This is an optimization exercise on Yosys and OpenROAD, whose aim is small area, not a production implementation.
The RTL was checked by simulation tests, not by an equivalence proof against the original design.
No activity file was given, so power comes from the tool's default toggle rates.

### config.mk
export PLATFORM = sky130hd
export DESIGN_NAME = MazeRunner
export DESIGN_NICKNAME = MazeRunner
export VERILOG_FILES = /design/flow/design.v
export SDC_FILE = /design/flow/constraint.sdc
export NUM_CORES = 4
export LEC_CHECK = 0
export ABC_AREA = 1
export CAP_MARGIN = 0
export CORE_MARGIN = 2
export CORE_UTILIZATION = 40
export PLACE_DENSITY = 0.6
export SLEW_MARGIN = 0
### constraint.sdc
create_clock -name core_clock -period 10.0 [get_ports {clk}]
set_input_delay 2.0000 -clock core_clock [delete_from_list [all_inputs] [get_ports {clk}]]
set_output_delay 2.0000 -clock core_clock [all_outputs]
set_load 0.01 [all_outputs]
### design.v
module rst_synch(clk, rst_n, RST_n);
  input RST_n, clk;
  output rst_n;
  reg ff1, ff2;
  always_ff @(negedge clk, negedge RST_n)
    if (!RST_n) begin
      ff1 <= 1'b0;
      ff2 <= 1'b0;
    end else begin
      ff1 <= 1'b1;
      ff2 <= ff1;
    end
  assign rst_n = ff2;
endmodule
module mtr_drv(clk, rst_n, lft_duty, rght_duty, DIRL, DIRR, PWML, PWMR);
  input clk, rst_n;
  input [11:0] lft_duty, rght_duty;
  output PWML, PWMR, DIRL, DIRR;
  reg [10:0] cnt;
  reg PWML, PWMR;
  assign DIRR = rght_duty[11];
  assign DIRL = lft_duty[11];
  wire [10:0] abs_rght = DIRR ? ~rght_duty[10:0] : rght_duty[10:0];
  wire [10:0] abs_lft  = DIRL ? ~lft_duty[10:0]  : lft_duty[10:0];
  wire [10:0] cnt_inc;
  wire lt_r, lt_l;
  inc #(11) iCNT(.a(cnt), .s(cnt_inc));
  ltu #(11) iLTR(.a(cnt), .b(abs_rght), .lt(lt_r));
  ltu #(11) iLTL(.a(cnt), .b(abs_lft), .lt(lt_l));
  always_ff @(posedge clk, negedge rst_n)
    if (!rst_n) begin
      cnt  <= 11'h000;
      PWMR <= 1'b0;
      PWML <= 1'b0;
    end else begin
      cnt  <= cnt_inc;
      PWMR <= lt_r;
      PWML <= lt_l;
    end
endmodule
module rca #(parameter W = 8) (input [W-1:0] a, input [W-1:0] b, input ci, output [W-1:0] s, output co);
  wire [W:0] c;
  assign c[0] = ci;
  genvar i;
  generate
    for (i = 0; i < W; i = i + 1) begin : bit_
      assign s[i] = a[i] ^ b[i] ^ c[i];
      assign c[i+1] = (a[i] & b[i]) | (a[i] & c[i]) | (b[i] & c[i]);
    end
  endgenerate
  assign co = c[W];
endmodule
module inc #(parameter W = 8) (input [W-1:0] a, output [W-1:0] s);
  wire [W:0] c;
  assign c[0] = 1'b1;
  genvar i;
  generate
    for (i = 0; i < W; i = i + 1) begin : bit_
      assign s[i] = a[i] ^ c[i];
      assign c[i+1] = a[i] & c[i];
    end
  endgenerate
endmodule
module ltu #(parameter W = 8) (input [W-1:0] a, input [W-1:0] b, output lt);
  wire [W:0] c;
  assign c[0] = 1'b0;
  genvar i;
  generate
    for (i = 0; i < W; i = i + 1) begin : bit_
      assign c[i+1] = (~a[i] & b[i]) | (~a[i] & c[i]) | (b[i] & c[i]);
    end
  endgenerate
  assign lt = c[W];
endmodule
module csa #(parameter W = 8) (input [W-1:0] a, input [W-1:0] b, input [W-1:0] c, output [W-1:0] s, output [W-1:0] cy);
  assign s = a ^ b ^ c;
  wire [W-1:0] m = (a & b) | (a & c) | (b & c);
  assign cy = {m[W-2:0], 1'b0};
endmodule
module IR_intf(clk, rst_n, MISO, SS_n, SCLK, MOSI, IR_en, line_present, error, err_vld);
  input clk, rst_n, MISO;
  output SS_n, SCLK, MOSI, IR_en;
  output reg line_present;
  output reg [15:0] error;
  output err_vld;
  localparam [2:0] IDLE = 3'd0, WAIT_TMR = 3'd1, SETTLE = 3'd2, START = 3'd3, CONV = 3'd4;
  reg [2:0] state;
  reg [13:0] tmr;		 
  reg [2:0] chnnl;
  reg [11:0] sh;		 
  reg flag;			 
  reg acc;			 
  reg [11:0] ring [0:6];
  wire s_idle   = (state == IDLE);
  wire s_wait   = (state == WAIT_TMR);
  wire s_settle = (state == SETTLE);
  wire s_start  = (state == START);
  wire s_conv   = (state == CONV);
  wire gap   = ~tmr[9] & ~tmr[8];
  wire xfer  = s_conv & ~gap;
  wire w2    = s_conv & gap & tmr[0] & ~tmr[11];	 
  wire cmplt = s_conv & gap & tmr[0] & tmr[11];	 
  wire last  = &chnnl;
  wire ir_vld = cmplt & last;
  wire smpl  = xfer & (tmr[4:0] == 5'b01111);
  assign SS_n = ~xfer;
  assign SCLK = ~xfer | tmr[4];
  assign MOSI = ((tmr[8:5] == 4'd2) & chnnl[2]) | ((tmr[8:5] == 4'd3) & chnnl[1]) | ((tmr[8:5] == 4'd4) & chnnl[0]);
  assign IR_en = s_settle | s_start | (s_conv & ~ir_vld);
  always_ff @(posedge clk, negedge rst_n)
    if (!rst_n)
      state <= IDLE;
    else case (state)
      IDLE:     state <= WAIT_TMR;
      WAIT_TMR: if (&tmr) state <= SETTLE;
      SETTLE:   if (&tmr[10:0]) state <= START;
      START:    state <= CONV;
      CONV:     if (cmplt) state <= last ? IDLE : START;
      default:  state <= IDLE;
    endcase
  wire [13:0] tmr_inc;
  inc #(14) iTMR(.a(tmr), .s(tmr_inc));
  always_ff @(posedge clk)
    if (s_idle)
      tmr <= 14'h0000;
    else if (s_start)
      tmr <= 14'h01F7;
    else if (w2)
      tmr <= 14'h05F7;
    else
      tmr <= tmr_inc;
  always_ff @(posedge clk)
    if (s_settle)
      chnnl <= 3'b000;
    else if (cmplt)
      chnnl <= {chnnl[2] ^ (chnnl[1] & chnnl[0]), chnnl[1] ^ chnnl[0], ~chnnl[0]};
  always_ff @(posedge clk)
    if (smpl)
      sh <= {sh[10:0], ~MISO};
  wire gt = (|sh[11:7]) | (sh[6] & (|sh[5:0]));
  always_ff @(posedge clk, negedge rst_n)
    if (!rst_n)
      flag <= 1'b0;
    else if (cmplt)
      flag <= gt | (flag & ~last);
  always_ff @(posedge clk, negedge rst_n)
    if (!rst_n)
      line_present <= 1'b0;
    else if (ir_vld)
      line_present <= flag;
  wire [2:0] selp = {tmr[3] ^ (tmr[2] & tmr[1]), tmr[2] ^ tmr[1], ~tmr[1]};
  wire [2:0] sel = s_idle ? 3'd0 : selp;
  wire en = acc & (s_idle | (s_wait & tmr[0]));
  assign err_vld = acc & s_wait & (tmr[3:1] == 3'b111);
  wire sub = sel[0];
  always_ff @(posedge clk, negedge rst_n)
    if (!rst_n)
      acc <= 1'b0;
    else if (ir_vld)
      acc <= 1'b1;
    else if (err_vld)
      acc <= 1'b0;
  wire wr = s_start & (chnnl != 3'd0);
  wire use_sh = wr | (acc & (sel == 3'd7));
  wire [11:0] x = use_sh ? sh : ring[0];
  always_ff @(posedge clk) begin
    ring[0] <= ring[1]; ring[1] <= ring[2]; ring[2] <= ring[3];
    ring[3] <= ring[4]; ring[4] <= ring[5]; ring[5] <= ring[6];
    ring[6] <= x;
  end
  reg [14:0] xs;
  always_comb
    case (sel[2:1])
      2'd0: xs = {3'b000, x};
      2'd1: xs = {2'b00, x, 1'b0};
      2'd2: xs = {1'b0, x, 2'b00};
      default: xs = {x, 3'b000};
    endcase
  wire [15:0] op = {1'b0, xs} ^ {16{sub}};
  wire [15:0] err_nxt;
  wire err_co;
  rca #(16) iACC(.a(error), .b(op), .ci(sub), .s(err_nxt), .co(err_co));
  always_ff @(posedge clk)
    if (ir_vld)
      error <= 16'h0000;
    else if (en)
      error <= err_nxt;
endmodule
module PID(lft_speed, rght_speed, moving, err_sat, err_vld, go, line_present, clk, rst_n);
	output [11:0] lft_speed;
	output [11:0] rght_speed;
	output wire moving;
	input [10:0] err_sat;	 
	input err_vld, go, line_present;
	input clk, rst_n;
	reg [4:0] frwrd;
	always_ff @(posedge clk)
		if (!go)
			frwrd <= 5'h00;
		else if (err_vld && ~&frwrd[4:3])
			frwrd <= frwrd_inc;
	wire [4:0] frwrd_inc;
	inc #(5) iFRW(.a(frwrd), .s(frwrd_inc));
	assign moving = frwrd[4] | frwrd[3] | (frwrd[2] & (frwrd[1] | frwrd[0]));
	reg [10:0] err_sat_flopped, prev_err;
	always_ff @(posedge clk)
		if (err_vld) begin
			err_sat_flopped <= err_sat;
			prev_err <= err_sat_flopped;
		end
	wire [10:0] D_diff;
	wire d_co;
	rca #(11) iDD(.a(err_sat), .b(~prev_err), .ci(1'b1), .s(D_diff), .co(d_co));
	wire [7:0] D_diff_sat = (!D_diff[10] && |D_diff[9:7]) ? 8'h7f :
	                        (D_diff[10] && ~&D_diff[9:7]) ? 8'h80 :
	                        D_diff[7:0];
	reg [15:0] integrator;
	reg prev_line;
	wire [15:0] ext_err_sat = {{5{err_sat[10]}}, err_sat};
	wire [15:0] temp_sum;
	wire i_co;
	rca #(16) iINT(.a(integrator), .b(ext_err_sat), .ci(1'b0), .s(temp_sum), .co(i_co));
	wire overflow = (ext_err_sat[15] == integrator[15]) && (ext_err_sat[15] != temp_sum[15]);
	wire res_sel = (~prev_line & line_present) | ~go | ~moving;
	always_ff @(posedge clk) begin
		prev_line <= line_present;
		if (res_sel)
			integrator <= 16'h0000;
		else if (err_vld && !overflow)
			integrator <= temp_sum;
	end
	wire [14:0] e15 = {{4{err_sat[10]}}, err_sat};
	wire [14:0] I_term = {{5{integrator[15]}}, integrator[15:6]};
	wire [14:0] u_s, u_c, u;
	wire u_co;
	csa #(15) iU1(.a({e15[12:0], 2'b00}), .b({e15[13:0], 1'b0}), .c(I_term), .s(u_s), .cy(u_c));
	rca #(15) iU2(.a(u_s), .b(u_c), .ci(1'b0), .s(u), .co(u_co));
	wire [11:0] d12 = {{4{D_diff_sat[7]}}, D_diff_sat};
	wire [11:0] d7, PID_s;
	wire c1, c2;
	rca #(12) iD7(.a({d12[8:0], 3'b000}), .b(~d12), .ci(1'b1), .s(d7), .co(c1));
	rca #(12) iV2(.a(u[14:3]), .b(d7), .ci(1'b0), .s(PID_s), .co(c2));
	reg [11:0] PID_q;
	always_ff @(posedge clk)
		PID_q <= PID_s;
	wire [11:0] PID = go ? PID_q : 12'h000;
	wire [11:0] F = {2'b00, frwrd, 5'b00000};
	wire [11:0] PIDm = moving ? PID : 12'h000;
	wire l_co, r_co;
	rca #(12) iL(.a(F), .b(PIDm), .ci(1'b0), .s(lft_speed), .co(l_co));
	rca #(12) iR(.a(F), .b(~PIDm), .ci(1'b1), .s(rght_speed), .co(r_co));
endmodule
module cmd_proc(clk,rst_n,BMPL_n,BMPR_n,go,err_opn_lp,line_present,buzz,RX);
input clk,rst_n,BMPL_n,BMPR_n,RX,line_present;
output logic go;
output logic buzz;
output logic [10:0] err_opn_lp;
reg [12:0] baud_cnt;
reg [3:0] bit_cnt;
reg [7:0] rx_data;
reg RX_meta, RX_stable, RX_prev;
reg rx_busy;
reg rx_rdy;
wire rx_start = ~rx_busy & ~RX_stable & RX_prev;
wire rx_shift = &baud_cnt;
wire rx_done = rx_busy & (bit_cnt == 4'h9);
always_ff @(posedge clk) begin
	RX_meta <= RX;
	RX_stable <= RX_meta;
	RX_prev <= RX_stable;
end
localparam [12:0] BAUD_SEED = 13'h1475;
always_ff @(posedge clk)
	if (rx_start | rx_shift)
		baud_cnt <= BAUD_SEED;
	else
		baud_cnt <= {baud_cnt[11:0], baud_cnt[12] ^ baud_cnt[11] ^ baud_cnt[10] ^ baud_cnt[7]};
always_ff @(posedge clk)
	if (rx_start)
		bit_cnt <= 4'h0;
	else if (rx_shift)
		bit_cnt <= {bit_cnt[3] ^ (&bit_cnt[2:0]), bit_cnt[2] ^ (&bit_cnt[1:0]), bit_cnt[1] ^ bit_cnt[0], ~bit_cnt[0]};
always_ff @(posedge clk)
	if (rx_shift & ~bit_cnt[3])
		rx_data <= {RX_stable, rx_data[7:1]};
always_ff @(posedge clk, negedge rst_n)
	if (!rst_n)
		rx_busy <= 1'b0;
	else if (rx_start)
		rx_busy <= 1'b1;
	else if (rx_done)
		rx_busy <= 1'b0;
always_ff @(posedge clk)
	rx_rdy <= rx_done;
reg [15:0] cmd;
reg byte2;
reg cmd_rdy;
logic cap_cmd;
always_ff @(posedge clk)
	if (rx_rdy)
		cmd <= {cmd[7:0], rx_data};
always_ff @(posedge clk, negedge rst_n)
	if (!rst_n)
		byte2 <= 1'b0;
	else if (rx_rdy)
		byte2 <= ~byte2;
always_ff @(posedge clk, negedge rst_n)
	if (!rst_n)
		cmd_rdy <= 1'b0;
	else if (cap_cmd)
		cmd_rdy <= 1'b0;
	else if (rx_rdy & byte2)
		cmd_rdy <= 1'b1;
localparam [2:0] IDLE = 3'd0, READY = 3'd1, VEER = 3'd2, LP1 = 3'd3, LP2 = 3'd4, RST_LP = 3'd5, BUZZ = 3'd6;
reg [2:0] state;
reg [15:0] cmd_shft_reg;
reg last_veer_right;
reg [20:0] tmr;
reg [14:0] buzz_cntr;
logic nxt_cmd, en_buzz, rst_tmr;
logic [2:0] next_state;
wire bump = ~BMPL_n | ~BMPR_n;
localparam [20:0] TMR_SEED1 = 21'h1530aa;
localparam [20:0] TMR_SEED2 = 21'h155400;
wire tmr_done = &tmr;
wire REV_tmr1 = tmr_done;
wire REV_tmr2 = tmr_done;
wire csr_hold = ~cap_cmd & ~nxt_cmd;
wire csr_shft = ~cap_cmd & nxt_cmd;
always_ff @(posedge clk)
	cmd_shft_reg <= ({16{cap_cmd}} & cmd) | ({16{csr_shft}} & {2'b00, cmd_shft_reg[15:2]}) | ({16{csr_hold}} & cmd_shft_reg);
always_ff @(posedge clk, negedge rst_n)
	if (!rst_n)
		last_veer_right <= 1'b0;
	else if (nxt_cmd)
		last_veer_right <= cmd_shft_reg[0];
always_ff @(posedge clk)
	if (rst_tmr)
		tmr <= (state == LP1) ? TMR_SEED2 : TMR_SEED1;
	else
		tmr <= {tmr[19:0], tmr[20] ^ tmr[18]};
wire [14:0] buzz_c, buzz_nxt;
assign buzz_c[0] = en_buzz;
assign buzz_nxt[0] = buzz_cntr[0] ^ en_buzz;
genvar gi;
generate
	for (gi = 1; gi < 15; gi = gi + 1) begin : bz
		assign buzz_c[gi] = buzz_c[gi-1] & buzz_cntr[gi-1];
		assign buzz_nxt[gi] = buzz_cntr[gi] ^ buzz_c[gi];
	end
endgenerate
always_ff @(posedge clk, negedge rst_n)
	if (!rst_n)
		buzz_cntr <= 15'h0000;
	else
		buzz_cntr <= buzz_nxt;
assign buzz = buzz_cntr[14];
always_ff @(posedge clk, negedge rst_n)
	if (!rst_n)
		state <= IDLE;
	else
		state <= next_state;
always_comb begin
	next_state = state;
	nxt_cmd = 0;
	cap_cmd = 0;
	err_opn_lp = 11'h000;
	go = 0;
	rst_tmr = 0;
	en_buzz = 0;
	case (state)
	IDLE: if (cmd_rdy && line_present) begin
			next_state = READY;
			cap_cmd = 1;
			go = 1;
		end
	READY: begin
		rst_tmr = 1;
		if (line_present) begin
			if (bump) begin
				en_buzz = 1;
				next_state = BUZZ;
			end else
				go = 1;
		end else if (cmd_shft_reg[1:0] == 2'b11)
			next_state = LP1;
		else if (|cmd_shft_reg[1:0]) begin
			go = 1;
			next_state = VEER;
		end else
			next_state = IDLE;
	end
	VEER: begin
		go = 1;
		err_opn_lp = cmd_shft_reg[0] ? 11'h340 : 11'h4c0;
		if (line_present) begin
			nxt_cmd = 1;
			next_state = READY;
		end
	end
	LP1: if (!REV_tmr1) begin
			go = 1;
			err_opn_lp = last_veer_right ? 11'h1e0 : 11'h620;
		end else begin
			rst_tmr = 1;
			next_state = LP2;
		end
	LP2: begin
		go = 1;
		if (!REV_tmr2)
			err_opn_lp = last_veer_right ? 11'h480 : 11'h380;
		else
			next_state = RST_LP;
	end
	RST_LP: begin
		go = 1;
		if (line_present) begin
			nxt_cmd = 1;
			next_state = READY;
		end
	end
	BUZZ: if (bump)
			en_buzz = 1;
		else
			next_state = READY;
	default: next_state = IDLE;
	endcase
end
endmodule
module MazeRunner(clk,RST_n,SS_n,MOSI,MISO,SCLK,PWMR,PWML,
                  DIRR,DIRL,IR_EN,BMPL_n,BMPR_n,buzz,
				  buzz_n,RX,LED);
  input clk;		 
  input RST_n;		 
  output SS_n;		 
  output MOSI;		 
  output SCLK;		 
  input MISO;		 
  output PWMR;		 
  output PWML;		 
  output DIRR;		 
  output DIRL;		 
  output IR_EN;		 
  input BMPL_n;		 
  input BMPR_n;		 
  output buzz;		 
  output buzz_n;
  input RX;			 
  output [7:0] LED;	 
  wire rst_n;
  wire line_present, err_vld, go, moving;
  wire [15:0] err_raw;
  wire [10:0] err_opn_lp;
  wire [11:0] lft_spd, rght_spd;
  rst_synch iRST(.clk(clk), .RST_n(RST_n), .rst_n(rst_n));
  mtr_drv iDRV(.clk(clk), .rst_n(rst_n), .lft_duty(lft_spd), .rght_duty(rght_spd),
               .DIRL(DIRL), .DIRR(DIRR), .PWML(PWML), .PWMR(PWMR));
  IR_intf iINTF(.clk(clk), .rst_n(rst_n), .MISO(MISO), .SS_n(SS_n), .SCLK(SCLK), .MOSI(MOSI),
                .IR_en(IR_EN), .line_present(line_present), .error(err_raw), .err_vld(err_vld));
  cmd_proc iCMDPROC(.clk(clk), .rst_n(rst_n), .BMPL_n(BMPL_n), .BMPR_n(BMPR_n), .go(go),
                    .err_opn_lp(err_opn_lp), .line_present(line_present), .buzz(buzz), .RX(RX));
  assign buzz_n = ~buzz;
  wire [10:0] raw_sat = (!err_raw[15] && |err_raw[14:10]) ? 11'h3ff :
                        (err_raw[15] && ~&err_raw[14:10]) ? 11'h400 :
                        err_raw[10:0];
  wire [10:0] err_sat = line_present ? raw_sat : err_opn_lp;
  PID iPID(.clk(clk), .rst_n(rst_n), .lft_speed(lft_spd), .rght_speed(rght_spd), .moving(moving),
           .err_sat(err_sat), .err_vld(err_vld), .go(go), .line_present(line_present));
  assign LED = 8'h00;
endmodule
### flow/run.sh
#!/bin/bash
# Layout flow: the standard ORFS flow, with these changes:
#  - synthesis: Yosys's synth skips its early "abc -fast" (-noabc), so the adders
#    written out in the RTL reach extract_fa intact, and the final ABC mapping uses
#    an area-oriented script (flow/abc_area.script). Registers are untouched by both.
#  - ports are buffered with sky130_fd_sc_hd__buf_1
#  - after synthesis, adder cells with an unused output are swapped for the smaller
#    cell of the same function on the used output (flow/shrink_adders.py)
#  - clock tree synthesis uses clusters of up to 30 sinks and inserts no dummy loads
set -euo pipefail
W=$(pwd)
rm -rf "$W/scripts_area"
cp -r "$FLOW_HOME/scripts" "$W/scripts_area"
cp "$W/flow/abc_area.script" "$W/scripts_area/abc_area.script"
sed 's/yosys synth -nofsm -noshare {\*}\$args/yosys synth -nofsm -noshare -noabc {*}$args/' \
  "$W/synth_recipe.tcl" > "$W/synth_recipe_noabc.tcl"
grep -q -- '-nofsm -noshare -noabc' "$W/synth_recipe_noabc.tcl"
RES="$W/orfs/results/sky130hd/MazeRunner/base"
ARGS=(
  SCRIPTS_DIR="$W/scripts_area"
  SYNTH_SCRIPT="$W/synth_recipe.tcl"
  "BUFFER_PORTS_ARGS=-buffer_cell sky130_fd_sc_hd__buf_1"
  "CTS_ARGS=-sink_clustering_enable -repair_clock_nets -sink_clustering_size 30 -sink_clustering_max_diameter 100 -buf_list sky130_fd_sc_hd__clkbuf_16 -dont_use_dummy_load"
)
bash standard.sh "${ARGS[@]}" "$RES/1_2_yosys.v" > synth_make.log 2>&1
cp "$RES/1_2_yosys.v" "$W/1_2_yosys_before_shrink.v.txt"
python3 "$W/flow/shrink_adders.py" "$RES/1_2_yosys.v" > shrink_adders.log 2>&1
bash standard.sh "${ARGS[@]}" finish > flow_make.log 2>&1
### flow/abc_area.script
strash
dch -f
amap
strash
dch -f
amap
topo
stime -c
### flow/shrink_adders.py
#!/usr/bin/env python3
"""Replace adder cells that have an unused output with a smaller cell of the
same function on the used output:
  fa_1 with SUM unused  -> maj3_1 (X = majority(A, B, CIN))
  ha_1 with COUT unused -> xor2_1 (X = A ^ B)
  ha_1 with SUM unused  -> and2_1 (X = A & B)
Usage: shrink_adders.py netlist.v  (rewrites the file in place)"""
import re, sys, collections

path = sys.argv[1]
text = open(path).read()
inst_re = re.compile(r'(sky130_fd_sc_hd__\w+)\s+(\\\S+\s|\S+)\s*\((.*?)\);', re.S)
pin_re = re.compile(r'\.(\w+)\(\s*(.*?)\s*\)(?=\s*[,)]|\s*$)', re.S)

def pins(body):
    return [(p, n.strip()) for p, n in pin_re.findall(body)]

OUTS = {'X', 'Y', 'Q', 'Q_N', 'SUM', 'COUT', 'HI', 'LO'}
uses = collections.Counter()
insts = list(inst_re.finditer(text))
for m in insts:
    for p, n in pins(m.group(3)):
        if p not in OUTS and n:
            uses[n] += 1
# nets read outside cell instances (assigns, ports)
rest = inst_re.sub('', text)
for stmt in re.findall(r'^\s*(?:assign|output)\b.*?;', rest, re.M | re.S):
    for tok in re.findall(r'(\\\S+|[A-Za-z_][\w$]*(?:\[\d+\])?)', stmt):
        uses[tok.strip()] += 1
    for tok in re.findall(r'output\s+(?:\[(\d+):(\d+)\]\s*)?(\w+)', stmt):
        hi, lo, nm = tok
        if hi:
            for i in range(int(lo), int(hi) + 1):
                uses['%s[%d]' % (nm, i)] += 1

def fmt(n):
    # escaped identifiers need a terminating space
    return n + ' ' if n.startswith('\\') else n

def used(n):
    return bool(n) and uses[n] > 0

out = []
last = 0
counts = collections.Counter()
for m in insts:
    cell, name, body = m.group(1), m.group(2), m.group(3)
    pm = dict(pins(body))
    new = None
    if cell == 'sky130_fd_sc_hd__fa_1' and not used(pm.get('SUM', '')) and used(pm.get('COUT', '')):
        new = 'sky130_fd_sc_hd__maj3_1 %s (.A(%s), .B(%s), .C(%s), .X(%s));' % (fmt(name.strip()), fmt(pm['A']), fmt(pm['B']), fmt(pm['CIN']), fmt(pm['COUT']))
    elif cell == 'sky130_fd_sc_hd__ha_1' and not used(pm.get('COUT', '')) and used(pm.get('SUM', '')):
        new = 'sky130_fd_sc_hd__xor2_1 %s (.A(%s), .B(%s), .X(%s));' % (fmt(name.strip()), fmt(pm['A']), fmt(pm['B']), fmt(pm['SUM']))
    elif cell == 'sky130_fd_sc_hd__ha_1' and not used(pm.get('SUM', '')) and used(pm.get('COUT', '')):
        new = 'sky130_fd_sc_hd__and2_1 %s (.A(%s), .B(%s), .X(%s));' % (fmt(name.strip()), fmt(pm['A']), fmt(pm['B']), fmt(pm['COUT']))
    if new:
        out.append(text[last:m.start()]); out.append(new); last = m.end()
        counts[cell + ' -> ' + new.split()[0]] += 1
out.append(text[last:])
open(path, 'w').write(''.join(out))
for k, v in sorted(counts.items()):
    print('%4d  %s' % (v, k))
### standard.sh
#!/bin/bash
# synth_recipe.tcl (not shown) runs the flow's synth.tcl, then flattens the netlist and writes it again
# the make line also repeats each setting of config.mk as NAME=value (left out here)
make -C /OpenROAD-flow-scripts/flow DESIGN_CONFIG=/design/flow/config.mk WORK_HOME=/design/flow/orfs CLKGATE_MAP_FILE= SYNTH_SCRIPT=/design/flow/synth_recipe.tcl "${@:-finish}"
==> results of run 1 <==
[worst max-delay path: cells and delay by family, from the launching register on]
| kind | cells | cell delay [ns] |
|---|---|---|
| simple gates | 5 | 0.65 |
| compound gates | 9 | 1.38 |
| fa+ha+maj | 20 | 6.72 |
| buf+inv | 4 | 0.37 |
| flops | 1 | 0.35 |
[what timing repair did]
action,4_1_cts,5_1_grt
hold buffers,0,0
setup buffers,0,2
pin swaps,2,5
resized for setup,7,16
setup endpoints to repair,2,3
[Yosys cell counts (7+ instances only)]
master    count  share of area [%]
o21a_1        7               0.40
nand4_1       9               0.43
clkinv_1    185                5.3
edfxtp_1     58                 13
o22a_1       13               0.87
a22oi_1       7               0.40
buf_4         8               0.46
a222oi_1     14                1.1
nor2b_1      22                1.1
o22ai_1      21                1.0
dfrtp_1      41                7.8
a221oi_1      8               0.54
nor2_1      146                4.2
fa_1         81                 12
a21oi_1      66                2.5
nor3_1       11               0.42
a211oi_1     12               0.69
dfxtp_1     209                 32
nand3_1       8               0.31
o21ai_0      65                2.5
or2_0        13               0.62
o221ai_1     11               0.74
ha_1         63                6.0
nand2_1      78                2.2
[final cells by class]
cell class,count,area share [%]
Tap cell,442,3.86
Timing Repair Buffer,49,2.18
Inverter,185,4.86
Sequential cell,310,48.9
Multi-Input combinational cell,702,37.7
Clock buffer,14,2.45
[where the power goes]
| group | total, W | switching [W] | internal [W] |
|---|---|---|---|
| Sequential | 0.00132 | 0.0000160 | 0.00130 |
| Clock | 0.000616 | 0.000362 | 0.000254 |
| Combinational | 0.0000374 | 0.0000187 | 0.0000187 |
| Total | 0.00197 | 0.000397 | 0.00157 |
[path summary, 6_finish.rpt]
kind	end	slack, ns	cells past startpoint
max	iPID.PID_q[11]	0.46	38
min	iRST.ff2	0.30	0
max reg2reg	iPID.PID_q[11]	0.46	38
min reg2reg	iRST.ff2	0.30	0
max in group asynchronous	iRST.ff1	3.66	1
min in group asynchronous	iCMDPROC.buzz_cntr[1]	5.35	1
[routing by layer]
layer  GRT usage [%]  part of all wire (%)  wire length [um]  vias to the layer above
met3            1.76                   2.6               560                       28
met5               0                     0                 0                        -
met4            3.04                   2.1               452                        0
met2            22.5                    46             10100                       87
li1                -                     -                 -                     4152
met1            18.3                    49             10700                     3788
[cell families (layout without fill, tap and decap cells)]
| family | count (synthesis) | count (layout) | synth area share, % |
|---|---|---|---|
| flops | 310 | 310 | 53.6 |
| buf+inv | 194 | 248 | 5.80 |
| simple gates | 300 | 304 | 9.89 |
| fa+ha+maj | 144 | 139 | 18.4 |
| other cells | 2 | 9 | 0.0575 |
| xor+xnor | 0 | 1 | 0 |
| compound gates | 249 | 249 | 12.3 |
[per-stage QoR]
stage          hold slack, ns  utilization [%]  TNS (ns)
2_1_floorplan           0.292                -         0
3_3_place_gp            0.303             42.9         0
3_5_place_dp            0.309             42.9    -0.260
4_1_cts                 0.309             44.1         0
5_1_grt                 0.309             44.3  -0.00637
6_report                0.305             44.3         0
==> flow_summary.toml, run 1 <==
[outcome]
outcome = "timing/DRC/antenna clean"

[drt]
vias_per_cell = 4.73
wl_mm = 21.8
dr.pass1.iters = 5
ant_nets = 0
drc_errors = 0
drt_iter0_drc = 383
vias = 8055
avgRoutedWirePerCell_um = 12.8

[cells_and_area]
area_delta_synth_final_pct = 9.71
nFillCells = 3035
largest_reg_flops = 84
fin_nets = 1407
reg_top3 = "iINTF.ring: 84 flops, iCMDPROC.tmr: 21 flops"
regArea_um2 = 7000
drive_gt1_share_pct = 5.32
fin_cells = 1702
layout_common_cells = "dfxtp_1, clkinv_1, nor2_1"
largest_register = "iINTF.ring"
num_antenna_cells = 0
final_common_cell = "dfxtp_1"
stdcell_area_um2 = 14300
multi_input_area_um2 = 5400

[floorplan]
die_x_um = 185
rows = 66
initial_utilization_pct = 40.4
io_pins = 24
die_h_um = 185
fp.coreArea_um2 = 32300
dieArea_um2 = 34100

[critical_path]
path_max_fanout = 4
required_ns = 10.45
crit_slowest_cell = "fa_1"
cpPeakStageDelay_ns = 0.43
endpoint_kind = "flop"
cpMostUsedCell = "fa_1"
crit_arrival_ns = 9.99
start_kind = "flop"
cp-startpoint = "iINTF.error[11]"
r2r-start = "iINTF.error[11]"
crit_type = "flop to flop"

[clock_tree]
htreeDepth = 1
cts_sinks = 310
cts-root-buf = "clkbuf_16"
clkTransAtPathRegs_ns = 0.11
clk_latency_ns = 0.52
clockBufferDepth = 3
numCtsBuffers = 14
cts_tree = "done"

[logic_synthesis]
yosys_area_um2 = 13100
ys_seq_area_share_pct = 53.6
synthCells = 1199
synth_seq_cells = 310
syn_area_um2 = 13000
synthArstFlopShare_pct = 13.9
synthFlopType = "dfxtp_1"
syn_area_per_cell_um2 = 10.9
synth.distinct_cells = 44
ys_warn_count = 6
synth_edf_count = 58

[min_path]
hold_path.startpoint = "iRST.ff1"
hold_path_class = "flop to flop"

[global_route]
antenna_found_initial = 0
track_usage_pct = 13.4
grt_overflow = 0
grt_pass1_vias = 7893
grt_first_pass_wirelength_mm = 37.7
grt_max_degree = 42

[sta]
drv_slew = 0
setup_viol = 0
tightest_slew_ns = 1.13
period_share_pct = 95.4
hold_violations = 0
finalCriticalPeriod_ns = 9.54
worst_slack_ns = 0.461
relSlewSlack_pct = 24.5
max_freq_ghz = 0.105
fin_worst_skew_ns = 0.0682

[power_and_ir_drop]
p_total_w = 0.00197
p_leak_nw = 5.48
power_density_nw_per_um2 = 138
worst_ir_drop_vdd_mv = 0.147

[placement]
io_buffers = 15
postPlaceCellArea_um2 = 13900
placedCellCount = 1686
place.gp.congestion = 0.809
dp_slack_ns = -0.174
hpwlAfterDp_mm = 16.1

[run]
max_cap_viol_count = 0
==> run 2: changes to the inputs <==
--- a/config.mk
+++ b/config.mk
@@ -6,8 +6,8 @@
 export NUM_CORES = 4
 export LEC_CHECK = 0
 export ABC_AREA = 1
-export CAP_MARGIN = 0
+export CAP_MARGIN = 10
 export CORE_MARGIN = 2
-export CORE_UTILIZATION = 40
-export PLACE_DENSITY = 0.6
-export SLEW_MARGIN = 0
+export CORE_UTILIZATION = 55
+export PLACE_DENSITY = 0.7
+export SLEW_MARGIN = 10
==> run 2 against run 1 <==
Effect of this change: combinational power grew 4%; total power fell by 0.28%; sequential share of layout area is 0.69 points higher; final cell count is 7.5% lower; cell area fell by 1.4%; sequential power is essentially flat; clock skew shrank 0.018 ns; first-iteration DRC count is 13% higher; die area decreased by 27%; largest cell class unchanged.
==> flow_summary.toml, run 2 <==
[critical_path]
worst_path_dominant_cell_family = "adder cells"
crit_slowest_cell = "fa_1"
cpPeakStageDelay_ns = 0.42
path_max_fanout = 6
r2r-start = "iINTF.error[10]"
r2r_end = "iPID.PID_q[11]"
start_kind = "flop"
cp-startpoint = "iINTF.error[10]"
crit_type = "flop to flop"
path_buf_inv = 6
cp.depth = 40
endpoint_kind = "flop"
crit_path_end = "iPID.PID_q[11]"
cpMostUsedCell = "fa_1"
reg2reg_depth = 40
crit_arrival_ns = 9.92
required_ns = 10.43
reg2reg_slack_ns = 0.51

[logic_synthesis]
synth_top_area_share_pct = 32.0
syn_area_um2 = 13000
synth_common_cells = "dfxtp_1, clkinv_1, nor2_1"
yosysMostFrequentCell = "dfxtp_1"
synth.area.top_cells = "dfxtp_1, edfxtp_1, fa_1"
synthFlopType = "dfxtp_1"
yosysTopAreaCell = "dfxtp_1"
syn_area_per_cell_um2 = 10.9
ys_seq_area_share_pct = 53.6
synthCells = 1199
yosys_area_um2 = 13100
synth.distinct_cells = 44
synth_edf_count = 58
synth_seq_cells = 310
ys_warn_count = 6
synthArstFlopShare_pct = 13.9

[sta]
rsz0062_at_grt = "false"
finalCriticalPeriod_ns = 9.49
period_share_pct = 94.9
max_freq_ghz = 0.105
tightest_slew_ns = 1.07
setup_viol = 0
relSlewSlack_pct = 28.2
drv_slew = 0
hold_violations = 0
fin_worst_skew_ns = 0.0505

[cells_and_area]
largest_register = "iINTF.ring"
layout_common_cells = "dfxtp_1, clkinv_1, nor2_1"
num_antenna_cells = 0
reg_top3 = "iINTF.ring: 84 flops, iCMDPROC.tmr: 21 flops"
largest_reg_flops = 84
fin_nets = 1402
final_common_cell = "dfxtp_1"
drive_gt1_share_pct = 5.34
area_delta_synth_final_pct = 8.22
postLayoutCoreUtil_pct = 60.3

[drt]
ant_nets = 0
drt_iter0_drc = 433
wl_mm = 21.3
drc_errors = 0
avgRoutedWirePerCell_um = 13.6
vias = 8106
vias_per_cell = 5.15
dr.pass1.iters = 7

[power_and_ir_drop]
pwr-share-clk_pct = 31.0
combPwrFrac_pct = 2.0
p_sw_w = 0.000392
worst_ir_drop_vdd_mv = 0.178
p_leak_nw = 5.47
power_density_nw_per_um2 = 139
p_int_w = 0.00157
swShare_pct = 19.9
p_total_w = 0.00196
seq_power_share_pct = 67.0

[global_route]
antenna_found_initial = 0
track_usage_pct = 18.1
grt_max_degree = 42
grt_pass1_vias = 7891
grt_overflow = 0
grt_first_pass_wirelength_mm = 36.9

[clock_tree]
cts-root-buf = "clkbuf_16"
clockBufferDepth = 3
clkTransAtPathRegs_ns = 0.11
htreeDepth = 1
holdBufCountCts = 0
cts_tree = "done"
cts_sinks = 310
numCtsBuffers = 14
clk_latency_ns = 0.50

[floorplan]
dieArea_um2 = 25000
die_h_um = 158
initial_utilization_pct = 55.7
rows = 56
fp.coreArea_um2 = 23400
die_x_um = 158
io_pins = 24

[run]
max_cap_viol_count = 0

[min_path]
hold_path_class = "flop to flop"

[outcome]
outcome = "timing/DRC/antenna clean"

[placement]
place.gp.congestion = 0.844
io_buffers = 15
hpwlAfterDp_mm = 15.9
==> run 2: repair_timing <==
item                                    4_1_cts  5_1_grt
buffers inserted                              1        1
pin swaps                                     2        4
resized for setup                             4       24
endpoints found under the hold margin         0        0
endpoints found under the setup margin        2        3
==> run 2: cells by family (layout without fill, tap and decap cells) <==
logic type,after synthesis,in the layout,share of synthesized area [%]
AO/OA/AOI/OAI,249,249,12.3
AND/OR/NAND/NOR,300,304,9.89
flip-flops,310,310,53.6
buffers and inverters,194,243,5.80
other,2,9,0.0575
XOR/XNOR,0,1,0
adder cells (fa/ha/maj),144,139,18.4
==> run 2: worst min-delay path by stage <==
stage	start	end	cells past startpoint
after detailed placement	iRST.ff1	iRST.ff2	0
after global routing	iRST.ff1	iRST.ff2	0
after global placement	iRST.ff1	iRST.ff2	0
after floorplan	iRST.ff1	iRST.ff2	0
final	iRST.ff1	iRST.ff2	0
after CTS	iRST.ff1	iRST.ff2	0
==> run 2: final cells by class <==
cell class | instances | area [um2]
fillers | 1940 | 9290
flip-flops and latches | 310 | 7000
multi-input cells | 702 | 5390
inverters | 185 | 696
well taps | 319 | 399
clock buffers | 14 | 350
repair buffers | 44 | 274
==> run 2: through the flow <==
stage	setup TNS, ns	hold WS, ns	setup slack [ns]	cell area [um2]	instances
2_1_floorplan	0	0.292	0.0272	13100	1206
3_3_place_gp	0	0.297	0.161	13700	1558
3_5_place_dp	-0.0600	0.298	-0.0600	13700	1558
4_1_cts	0	0.299	0.0118	14100	1573
5_1_grt	0	0.303	0.0146	14100	1574
6_report	0	0.297	0.513	14100	1574
==> run 2: power by group through the flow <==
stage / sequential (W) / combinational [W] / clock [W]
detailed placement: 0.00134 / 0.0000401 / 0
CTS: 0.00132 / 0.0000402 / 0.000635
global route: 0.00132 / 0.0000470 / 0.000676
global placement: 0.00134 / 0.0000371 / 0
floorplan: 0.00134 / 0.0000321 / 0
finish: 0.00132 / 0.0000390 / 0.000609
==> run 2: layer usage <==
| metal | wire length, um | vias to the layer above | GRT usage [%] |
|---|---|---|---|
| li1 | - | 4155 | - |
| met3 | 605 | 29 | 2.33 |
| met2 | 10400 | 86 | 32.1 |
| met1 | 9960 | 3836 | 23.8 |
| met4 | 378 | 0 | 4.03 |
| met5 | 0 | - | 0 |
==> run 3: changes to the inputs <==
--- a/flow/run.sh
+++ b/flow/run.sh
@@ -20,7 +20,7 @@
   SCRIPTS_DIR="$W/scripts_area"
   SYNTH_SCRIPT="$W/synth_recipe.tcl"
   "BUFFER_PORTS_ARGS=-buffer_cell sky130_fd_sc_hd__buf_1"
-  "CTS_ARGS=-sink_clustering_enable -repair_clock_nets -sink_clustering_size 30 -sink_clustering_max_diameter 100 -buf_list sky130_fd_sc_hd__clkbuf_16 -dont_use_dummy_load"
+  "CTS_ARGS=-sink_clustering_enable -repair_clock_nets -sink_clustering_size 16 -sink_clustering_max_diameter 60 -buf_list sky130_fd_sc_hd__clkbuf_8 -dont_use_dummy_load"
 )
 bash standard.sh "${ARGS[@]}" "$RES/1_2_yosys.v" > synth_make.log 2>&1
 cp "$RES/1_2_yosys.v" "$W/1_2_yosys_before_shrink.v.txt"
--- a/config.mk
+++ b/config.mk
@@ -8,6 +8,6 @@
 export ABC_AREA = 1
 export CAP_MARGIN = 10
 export CORE_MARGIN = 2
-export CORE_UTILIZATION = 55
-export PLACE_DENSITY = 0.7
+export CORE_UTILIZATION = 40
+export PLACE_DENSITY = 0.6
 export SLEW_MARGIN = 10
==> run 3 against run 2 <==
Effect of this change: via count up 0.48%; clock skew up 0.033 ns; first-iteration DRC count down 18%; clock power up 4.3%; final cell count up 9.1%; critical path depth down 2; global-route usage down 4.6 points; critical endpoint unchanged.
==> flow_summary.toml, run 3 <==
[critical_path]
cpPeakStageDelay_ns = 0.43
start_kind = "flop"
r2r_end = "iPID.PID_q[11]"
reg2reg_slack_ns = 0.44
reg2reg_depth = 38
r2r-start = "iINTF.error[11]"
endpoint_kind = "flop"
crit_arrival_ns = 10.08
required_ns = 10.52
path_max_fanout = 4
crit_type = "flop to flop"
cpMostUsedCell = "fa_1"
crit_slowest_cell = "fa_1"

[drt]
drt_iter0_drc = 356
drc_errors = 0
dr.pass1.iters = 5
avgRoutedWirePerCell_um = 12.8
vias = 8145
ant_nets = 0
wl_mm = 22.0
vias_per_cell = 4.74

[clock_tree]
cts_sinks = 310
holdBufCountCts = 0
numCtsBuffers = 29
cts-root-buf = "clkbuf_8"
clk_latency_ns = 0.59
clkTransAtPathRegs_ns = 0.08
htreeDepth = 1
cts_tree = "done"
clockBufferDepth = 3

[power_and_ir_drop]
p_int_w = 0.00158
seq_power_share_pct = 66.2
worst_ir_drop_vdd_mv = 0.128
p_sw_w = 0.000413
swShare_pct = 20.8
combPwrFrac_pct = 1.9
power_density_nw_per_um2 = 139
p_total_w = 0.00199
p_leak_nw = 5.52
pwr-share-clk_pct = 31.9

[logic_synthesis]
synth_edf_count = 58
yosysTopAreaCell = "dfxtp_1"
synthCells = 1199
syn_area_per_cell_um2 = 10.9
synth_top_area_share_pct = 32.0
synthFlopType = "dfxtp_1"
yosysMostFrequentCell = "dfxtp_1"
ys_seq_area_share_pct = 53.6
ys_warn_count = 6
syn_area_um2 = 13000
yosys_area_um2 = 13100
synth.area.top_cells = "dfxtp_1, edfxtp_1, fa_1"
synthArstFlopShare_pct = 13.9
synth_seq_cells = 310
synth_common_cells = "dfxtp_1, clkinv_1, nor2_1"
synth.distinct_cells = 44

[placement]
io_buffers = 15
place.gp.congestion = 0.809
hpwlAfterDp_mm = 16.1
placedCellCount = 1686

[cells_and_area]
final_common_cell = "dfxtp_1"
reg_top3 = "iINTF.ring: 84 flops, iCMDPROC.tmr: 21 flops"
fin_nets = 1422
largest_register = "iINTF.ring"
multi_input_area_um2 = 5390
regArea_um2 = 7000
nFillCells = 3024
fin_cells = 1717
area_delta_synth_final_pct = 10.1
drive_gt1_share_pct = 6.35
num_antenna_cells = 0
postLayoutCoreUtil_pct = 44.5
layout_common_cells = "dfxtp_1, clkinv_1, nor2_1"
largest_reg_flops = 84

[run]
max_cap_viol_count = 0

[sta]
drv_slew = 0
tightest_slew_ns = 1.14
hold_ws_ns = 0.304
fin_worst_skew_ns = 0.0833
max_freq_ghz = 0.105
finalCriticalPeriod_ns = 9.56
relSlewSlack_pct = 23.7
setup_viol = 0
period_share_pct = 95.6
hold_violations = 0

[floorplan]
io_pins = 24
fp.coreArea_um2 = 32300
dieArea_um2 = 34100
die_x_um = 185
die_h_um = 185
rows = 66
initial_utilization_pct = 40.4

[global_route]
grt_overflow = 0
antenna_found_initial = 0
grt_first_pass_wirelength_mm = 38.0
grt_max_degree = 42
track_usage_pct = 13.5
grt_pass1_vias = 8022

[outcome]
outcome = "timing/DRC/antenna clean"

[min_path]
hold_path.startpoint = "iRST.ff1"
holdPathStages = 0
hold_path_class = "flop to flop"
hold-path-endpoint = "iRST.ff2"
run 3: cell types whose count changed in the layout (fill, tap and decap cells not counted), moves of 3 or more:
cell,previous run,this run
clkbuf_8,0,29
clkbuf_16,14,0
buf_4,29,34
clkinv_1,179,183
inv_2,5,1
fa_1,73,76
fa_2,8,5
run 3: metal layers:
| metal | vias to the layer above | wire, um | GRT usage [%] | part of all wire, % |
|---|---|---|---|---|
| met5 | - | 0 | 0 | 0 |
| met4 | 0 | 505 | 3.46 | 2.3 |
| met3 | 36 | 694 | 2.04 | 3.2 |
| met2 | 102 | 10000 | 22.5 | 45 |
| met1 | 3819 | 10800 | 18.3 | 49 |
| li1 | 4188 | - | - | - |
run 3: area by class of cell:
class	instances	area share, %
clock buffer	29	2.78
inverter	185	4.85
multi-input combinational	702	37.6
sequential	310	48.8
tap	442	3.85
timing repair buffer	49	2.17
run 3: power by group through the flow:
stage	Clock, W	Sequential [W]	Combinational, W
4_1_cts	0.000670	0.00132	0.0000386
3_5_place_dp	0	0.00134	0.0000385
5_1_grt	0.000712	0.00132	0.0000446
6_report	0.000635	0.00132	0.0000374
2_1_floorplan	0	0.00134	0.0000321
3_3_place_gp	0	0.00134	0.0000377
run 3: through the flow:
stage	area, um2	setup WS, ns	TNS (ns)
5_1_grt	14400	-0.0477	-0.0477
2_1_floorplan	13100	0.0272	0
6_report	14400	0.444	0
3_3_place_gp	13900	0.0494	0
3_5_place_dp	13900	-0.174	-0.260
4_1_cts	14300	0.0150	0
run 3: cells by family (layout without fill, tap and decap cells):
logic type,Yosys count,count (layout),share of synthesized area (%)
compound gates,249,249,12.3
xor+xnor,0,1,0
fa+ha+maj,144,139,18.4
buf+inv,194,263,5.80
flops,310,310,53.6
other cells,2,9,0.0575
simple gates,300,304,9.89
run 3: how the worst max path moves through the flow:
stage | startpoint | to | slack (ns) | depth (start not counted)
finish | iINTF.error[11] | iPID.PID_q[11] | 0.44 | 38
global route | iINTF.error[11] | iPID.PID_q[11] | -0.05 | 38
CTS | iINTF.error[12] | iPID.PID_q[11] | 0.01 | 38
detailed placement | iINTF.error[12] | iPID.PID_q[11] | -0.17 | 39
global placement | iINTF.error[12] | iPID.PID_q[11] | 0.05 | 39
floorplan | iINTF.error[10] | iPID.PID_q[11] | 0.03 | 39
run 3: what timing repair did:
item,in CTS,in global routing
pin swaps,2,5
endpoints found under the setup margin,2,3
gates resized for setup,7,15
buffers inserted,0,2
run 3: critical path: cells and delay by family, from the launching register on:
kind                     cells  cell delay [ns]
buffers and inverters        4             0.37
AO/OA/AOI/OAI                9             1.40
AND/OR/NAND/NOR              5             0.65
flip-flops                   1             0.33
adder cells (fa/ha/maj)     20             6.74
==> run 4: changes to the inputs <==
--- a/flow/run.sh
+++ b/flow/run.sh
@@ -20,7 +20,7 @@
   SCRIPTS_DIR="$W/scripts_area"
   SYNTH_SCRIPT="$W/synth_recipe.tcl"
   "BUFFER_PORTS_ARGS=-buffer_cell sky130_fd_sc_hd__buf_1"
-  "CTS_ARGS=-sink_clustering_enable -repair_clock_nets -sink_clustering_size 16 -sink_clustering_max_diameter 60 -buf_list sky130_fd_sc_hd__clkbuf_8 -dont_use_dummy_load"
+  "CTS_ARGS=-sink_clustering_enable -repair_clock_nets -sink_clustering_size 18 -sink_clustering_max_diameter 60 -buf_list {sky130_fd_sc_hd__clkbuf_8 sky130_fd_sc_hd__clkbuf_16} -dont_use_dummy_load"
 )
 bash standard.sh "${ARGS[@]}" "$RES/1_2_yosys.v" > synth_make.log 2>&1
 cp "$RES/1_2_yosys.v" "$W/1_2_yosys_before_shrink.v.txt"
==> run 4 against run 3 <==
Effect of this change: still clean; global-route usage rose by 0.10 points; flip-flop and latch count did not move; final cell count did not move; largest power group unchanged; highest routed layer unchanged.
==> flow_summary.toml, run 4 <==
[drt]
vias = 8144
drc_errors = 0
wl_mm = 22.1
ant_nets = 0
avgRoutedWirePerCell_um = 12.9
vias_per_cell = 4.74
dr.pass1.iters = 5
drt_iter0_drc = 348

[cells_and_area]
stdcell_area_um2 = 14700
final_common_cell = "dfxtp_1"
fin_nets = 1422
fin_cells = 1717
postLayoutCoreUtil_pct = 45.5
largest_reg_flops = 84
reg_top3 = "iINTF.ring: 84 flops, iCMDPROC.tmr: 21 flops"
drive_gt1_share_pct = 6.35
num_antenna_cells = 0
area_delta_synth_final_pct = 12.6
layout_common_cells = "dfxtp_1, clkinv_1, nor2_1"
largest_register = "iINTF.ring"

[logic_synthesis]
synth_fa_ha_area_share_pct = 18.4
synthFlopType = "dfxtp_1"
yosysTopAreaCell = "dfxtp_1"
synth_compound_area_share_pct = 12.3
synth_edf_count = 58
synth.area.top_cells = "dfxtp_1, edfxtp_1, fa_1"
synth_seq_cells = 310
synth_mux_area_share_pct = 0
synthArstFlopShare_pct = 13.9
synth_top_family_by_area = "adder cells"
yosys_area_um2 = 13100
synthCells = 1199
synthSimpleGateAreaFrac_pct = 9.89
synth_top_area_share_pct = 32.0
yosysMostFrequentCell = "dfxtp_1"
syn_area_um2 = 13000
ys_warn_count = 6
synth_common_cells = "dfxtp_1, clkinv_1, nor2_1"
syn_area_per_cell_um2 = 10.9
synth.distinct_cells = 44
ys_seq_area_share_pct = 53.6
synth_xor_area_share_pct = 0

[clock_tree]
clockBufferDepth = 3
numCtsBuffers = 29
holdBufCountCts = 0
htreeDepth = 1
cts-root-buf = "clkbuf_16"
cts_sinks = 310
clk_latency_ns = 0.55
cts_tree = "done"
clkTransAtPathRegs_ns = 0.08

[critical_path]
crit_type = "flop to flop"
reg2reg_depth = 39
required_ns = 10.47
crit_slowest_cell = "fa_1"
cp-startpoint = "iINTF.error[11]"
path_max_fanout = 4
crit_arrival_ns = 10.01
crit_path_end = "iPID.PID_q[11]"
endpoint_kind = "flop"
start_kind = "flop"
cpMostUsedCell = "fa_1"
r2r_end = "iPID.PID_q[11]"
cpPeakStageDelay_ns = 0.43
reg2reg_slack_ns = 0.46
r2r-start = "iINTF.error[11]"

[placement]
postPlaceCellArea_um2 = 13900
placedCellCount = 1686
dp_slack_ns = -0.174
io_buffers = 15
place.gp.congestion = 0.809
hpwlAfterDp_mm = 16.1

[global_route]
grt_overflow = 0
track_usage_pct = 13.6
grt_busiest_layer = "met2"
use_met2_pct = 22.7
use_met3_pct = 2.25
gr-usage-met1_pct = 18.4
grt_pass1_vias = 8023
grt_first_pass_wirelength_mm = 38.3
grt_max_degree = 42
antenna_found_initial = 0

[outcome]
outcome = "timing/DRC/antenna clean"

[sta]
relSlewSlack_pct = 24.4
drv_slew = 0
finalCriticalPeriod_ns = 9.54
tightest_slew_ns = 1.13
period_share_pct = 95.4
setup_viol = 0
timing.setup.tns_ns = 0
hold_violations = 0
worst_slack_ns = 0.459
max_freq_ghz = 0.105
fin_worst_skew_ns = 0.0475

[power_and_ir_drop]
power_density_nw_per_um2 = 155
worst_ir_drop_vdd_mv = 0.151
p_leak_nw = 5.67

[floorplan]
dieArea_um2 = 34100
io_pins = 24
rows = 66
initial_utilization_pct = 40.4
die_x_um = 185
fp.coreArea_um2 = 32300
die_h_um = 185

[min_path]
hold_path_class = "flop to flop"

[run]
max_cap_viol_count = 0
## run 4: cell counts after synthesis
Identical to the previous run, type by type.
## run 4: layer usage
layer / share of wire [%] / wire length (um)
met4: 2.2 / 489
met1: 49 / 10700
met3: 3.4 / 741
met5: 0 / 0
met2: 46 / 10100
## run 4: critical path, delay by kind of cell, from the launching register on
kind                     cells  cell delay [ns]
adder cells (fa/ha/maj)     20             6.70
AO/OA/AOI/OAI                9             1.32
AND/OR/NAND/NOR              5             0.65
buffers and inverters        5             0.46
flip-flops                   1             0.33
## run 4: report_power, final
part / internal [W] / switching, W / leakage (nW)
clock network: 0.000504 / 0.000416 / 0.357
registers: 0.00130 / 0.0000161 / 2.75
logic: 0.0000187 / 0.0000187 / 2.56
## run 4: area by class of cell
| class | instances | area (um2) |
|---|---|---|
| multi-input cells | 702 | 5400 |
| repair buffers | 49 | 312 |
| inverters | 185 | 696 |
| well taps | 442 | 553 |
| clock buffers | 29 | 726 |
| fillers | 3001 | 17600 |
| flip-flops and latches | 310 | 7000 |
## run 4: worst min path at each step
| stage | startpoint | endpoint | slack [ns] | cells after the start |
|---|---|---|---|---|
| after global routing | iRST.ff1 | iRST.ff2 | 0.31 | 0 |
| after CTS | iRST.ff1 | iRST.ff2 | 0.31 | 0 |
| after global placement | iRST.ff1 | iRST.ff2 | 0.30 | 0 |
| after detailed placement | iRST.ff1 | iRST.ff2 | 0.31 | 0 |
| after floorplan | iRST.ff1 | iRST.ff2 | 0.29 | 0 |
| final | iRST.ff1 | iRST.ff2 | 0.30 | 0 |
## run 4: logic make-up after synthesis
logic type | after synthesis
flops | 310
other cells | 2
buf+inv | 194
simple gates | 300
compound gates | 249
fa+ha+maj | 144
## run 4: per-stage QoR
stage	hold WS (ns)	total power, W
final	0.304	0.00228
after floorplan	0.292	0.00137
after global routing	0.308	0.00237
after global placement	0.303	0.00138
after detailed placement	0.309	0.00138
after CTS	0.308	0.00231
## run 4: repair_timing
item	4_1_cts	5_1_grt
buffers inserted	0	2
pin swaps	1	6
resized for setup	7	16
setup endpoints to repair	2	3
==> run 5: changes to the inputs <==
--- a/design.v
+++ b/design.v
@@ -236,10 +236,10 @@
 	csa #(15) iU1(.a({e15[12:0], 2'b00}), .b({e15[13:0], 1'b0}), .c(I_term), .s(u_s), .cy(u_c));
 	rca #(15) iU2(.a(u_s), .b(u_c), .ci(1'b0), .s(u), .co(u_co));
 	wire [11:0] d12 = {{4{D_diff_sat[7]}}, D_diff_sat};
-	wire [11:0] d7, PID_s;
-	wire c1, c2;
-	rca #(12) iD7(.a({d12[8:0], 3'b000}), .b(~d12), .ci(1'b1), .s(d7), .co(c1));
-	rca #(12) iV2(.a(u[14:3]), .b(d7), .ci(1'b0), .s(PID_s), .co(c2));
+	wire [11:0] v_s, v_c, PID_s;
+	wire v_co;
+	csa #(12) iV1(.a(u[14:3]), .b({d12[8:0], 3'b000}), .c(~d12), .s(v_s), .cy(v_c));
+	rca #(12) iV2(.a(v_s), .b(v_c), .ci(1'b1), .s(PID_s), .co(v_co));
 	reg [11:0] PID_q;
 	always_ff @(posedge clk)
 		PID_q <= PID_s;
@@ -325,10 +325,11 @@
 wire tmr_done = &tmr;
 wire REV_tmr1 = tmr_done;
 wire REV_tmr2 = tmr_done;
-wire csr_hold = ~cap_cmd & ~nxt_cmd;
-wire csr_shft = ~cap_cmd & nxt_cmd;
 always_ff @(posedge clk)
-	cmd_shft_reg <= ({16{cap_cmd}} & cmd) | ({16{csr_shft}} & {2'b00, cmd_shft_reg[15:2]}) | ({16{csr_hold}} & cmd_shft_reg);
+	if (cap_cmd)
+		cmd_shft_reg <= cmd;
+	else if (nxt_cmd)
+		cmd_shft_reg <= {2'b00, cmd_shft_reg[15:2]};
 always_ff @(posedge clk, negedge rst_n)
 	if (!rst_n)
 		last_veer_right <= 1'b0;
--- a/flow/run.sh
+++ b/flow/run.sh
@@ -18,9 +18,9 @@
 RES="$W/orfs/results/sky130hd/MazeRunner/base"
 ARGS=(
   SCRIPTS_DIR="$W/scripts_area"
-  SYNTH_SCRIPT="$W/synth_recipe.tcl"
+  SYNTH_SCRIPT="$W/synth_recipe_noabc.tcl"
   "BUFFER_PORTS_ARGS=-buffer_cell sky130_fd_sc_hd__buf_1"
-  "CTS_ARGS=-sink_clustering_enable -repair_clock_nets -sink_clustering_size 18 -sink_clustering_max_diameter 60 -buf_list {sky130_fd_sc_hd__clkbuf_8 sky130_fd_sc_hd__clkbuf_16} -dont_use_dummy_load"
+  "CTS_ARGS=-sink_clustering_enable -repair_clock_nets -sink_clustering_size 30 -sink_clustering_max_diameter 100 -buf_list sky130_fd_sc_hd__clkbuf_16 -dont_use_dummy_load"
 )
 bash standard.sh "${ARGS[@]}" "$RES/1_2_yosys.v" > synth_make.log 2>&1
 cp "$RES/1_2_yosys.v" "$W/1_2_yosys_before_shrink.v.txt"
==> run 5 against run 4 <==
Effect of this change: total power decreased by 11%; via count decreased by 1.1%; synthesized cell count down 5.3%; clock power down 33%; setup slack worse by 0.15 ns; area after synthesis barely moved; core utilization fell by 0.85 points; register-to-register slack got worse by 0.15 ns; sequential share of layout area rose by 2.1 points; routed wire length up 2.4%; final cell count shrank 4.4%; critical endpoint unchanged; highest routed layer unchanged.
==> flow_summary.toml, run 5 <==
[outcome]
outcome = "timing/DRC/antenna clean"

[logic_synthesis]
ys_warn_count = 6
yosys_area_um2 = 13100
synth.distinct_cells = 47
synthArstFlopShare_pct = 13.9
syn_area_per_cell_um2 = 11.5
synth_top_area_share_pct = 29.4
syn_area_um2 = 13000
yosysTopAreaCell = "dfxtp_1"
synthCells = 1135
ys_seq_area_share_pct = 54.6
synth.area.top_cells = "dfxtp_1, edfxtp_1, fa_1"
synthFlopType = "dfxtp_1"
synth_common_cells = "dfxtp_1, clkinv_1, nor2_1"
yosysMostFrequentCell = "dfxtp_1"
synth_seq_cells = 310
synth_edf_count = 74

[floorplan]
initial_utilization_pct = 40.4
die_x_um = 185
die_h_um = 185
rows = 66
io_pins = 24
dieArea_um2 = 34100
fp.coreArea_um2 = 32300

[global_route]
antenna_found_initial = 0
grt_max_degree = 42
grt_pass1_vias = 8048
track_usage_pct = 13.9
grt_first_pass_wirelength_mm = 38.9
grt_overflow = 0

[clock_tree]
clk_latency_ns = 0.52
numCtsBuffers = 14
cts-root-buf = "clkbuf_16"
cts_tree = "done"
htreeDepth = 1
cts_sinks = 310
clkTransAtPathRegs_ns = 0.11
clockBufferDepth = 3

[power_and_ir_drop]
seq_power_share_pct = 66.5
pwr-share-clk_pct = 30.6
swShare_pct = 20.6
worst_ir_drop_vdd_mv = 0.139
p_sw_w = 0.000416
power_density_nw_per_um2 = 140
p_int_w = 0.00160
combPwrFrac_pct = 2.9
p_leak_nw = 5.70

[critical_path]
cpMostUsedCell = "fa_2"
crit_type = "flop to flop"
required_ns = 10.37
cpPeakStageDelay_ns = 0.52
start_kind = "flop"
crit_slowest_cell = "fa_2"
endpoint_kind = "flop"
path_max_fanout = 7
crit_arrival_ns = 10.05

[placement]
io_buffers = 15
place.gp.congestion = 0.829
hpwlAfterDp_mm = 16.6

[cells_and_area]
largest_register = "iINTF.ring"
largest_reg_flops = 84
drive_gt1_share_pct = 7.67
num_antenna_cells = 0
postLayoutCoreUtil_pct = 44.6
fin_nets = 1348
reg_top3 = "iINTF.ring: 84 flops, iCMDPROC.tmr: 21 flops"
final_common_cell = "dfxtp_1"
layout_common_cells = "dfxtp_1, nor2_1, clkinv_1"
area_delta_synth_final_pct = 10.6

[drt]
drt_iter0_drc = 538
vias = 8051
wl_mm = 22.6
vias_per_cell = 4.91
drc_errors = 0
ant_nets = 0
avgRoutedWirePerCell_um = 13.8
dr.pass1.iters = 6

[sta]
hold_violations = 0
period_share_pct = 96.9
timing.setup.tns_ns = 0
fin_worst_skew_ns = 0.0815
finalCriticalPeriod_ns = 9.69
tightest_slew_ns = 1.01
drv_slew = 0
max_freq_ghz = 0.103
setup_viol = 0
relSlewSlack_pct = 30.9

[min_path]
hold_path_class = "flop to flop"

[run]
max_cap_viol_count = 0
==> run 5: cell count changes after synthesis, sizes merged, moves of 12 or more <==
cell / delta
nor2: -19
o22ai: +18
a21oi: -14
a22oi: +13
dfxtp: -16
edfxtp: +16
clkinv: -58
o22a: -12
a22o: +13
==> run 5: final timing paths <==
| path | from | to | slack, ns | cells after the start |
|---|---|---|---|---|
| max | iINTF.error[14] | iPID.PID_q[11] | 0.31 | 31 |
| min in group asynchronous | iRST.ff2 | iINTF.flag | 5.36 | 1 |
| min | iRST.ff1 | iRST.ff2 | 0.30 | 0 |
| min reg2reg | iRST.ff1 | iRST.ff2 | 0.30 | 0 |
| max in group asynchronous | RST_n | iRST.ff1 | 3.68 | 1 |
| max reg2reg | iINTF.error[14] | iPID.PID_q[11] | 0.31 | 31 |
==> run 5: layer usage <==
layer / track usage, % / wire (um) / up-vias
li1: - / - / 4044
met1: 18.4 / 10700 / 3891
met2: 24.1 / 10900 / 91
met3: 1.78 / 576 / 25
met4: 3.74 / 499 / 0
met5: 0 / 0 / -
==> run 5: power groups by stage <==
stage                     Sequential (W)  Clock, W  Combinational [W]
after floorplan                  0.00137         0          0.0000493
after global placement           0.00137         0          0.0000559
after detailed placement         0.00137         0          0.0000598
after CTS                        0.00134  0.000648          0.0000600
after global routing             0.00135  0.000683          0.0000676
final                            0.00134  0.000618          0.0000590
==> run 5: logic make-up after synthesis <==
group,synth area share (%)
other cells,0.0572
flops,54.6
fa+ha+maj,19.7
simple gates,10.0
compound gates,11.4
buf+inv,4.09
xor+xnor,0.0668
==> run 5: what timing repair did <==
| item | CTS | global route |
|---|---|---|
| hold buffers | 0 | 0 |
| gates resized for setup | 3 | 10 |
| pin swaps | 1 | 17 |
| endpoints found under the setup margin | 1 | 2 |
| buffers inserted | 0 | 6 |
==> run 5: worst max-delay path: cells and delay by family, from the launching register on <==
kind            cells  cell delay, ns
flops               1            0.36
buf+inv             1            0.11
compound gates      6            1.13
fa+ha+maj          21            7.52
simple gates        3            0.37
==> run 5: stage by stage <==
step | setup WS [ns] | hold slack, ns | instances | instance area [um2] | total power [W]
6_report | 0.312 | 0.302 | 1641 | 14400 | 0.00202
5_1_grt | -0.0370 | 0.322 | 1641 | 14400 | 0.00210
4_1_cts | 0.0369 | 0.307 | 1635 | 14300 | 0.00205
3_5_place_dp | -0.0497 | 0.305 | 1621 | 14000 | 0.00143
3_3_place_gp | 0.0962 | 0.297 | 1621 | 14000 | 0.00143
2_1_floorplan | -0.0391 | 0.292 | 1142 | 13200 | 0.00142
==> run 5: area by class of cell <==
cell class	instances	area, um2
clock buffers	14	350
fillers	3032	17900
inverters	127	483
multi-input cells	697	5530
flip-flops and latches	310	7170
well taps	442	553
repair buffers	51	330
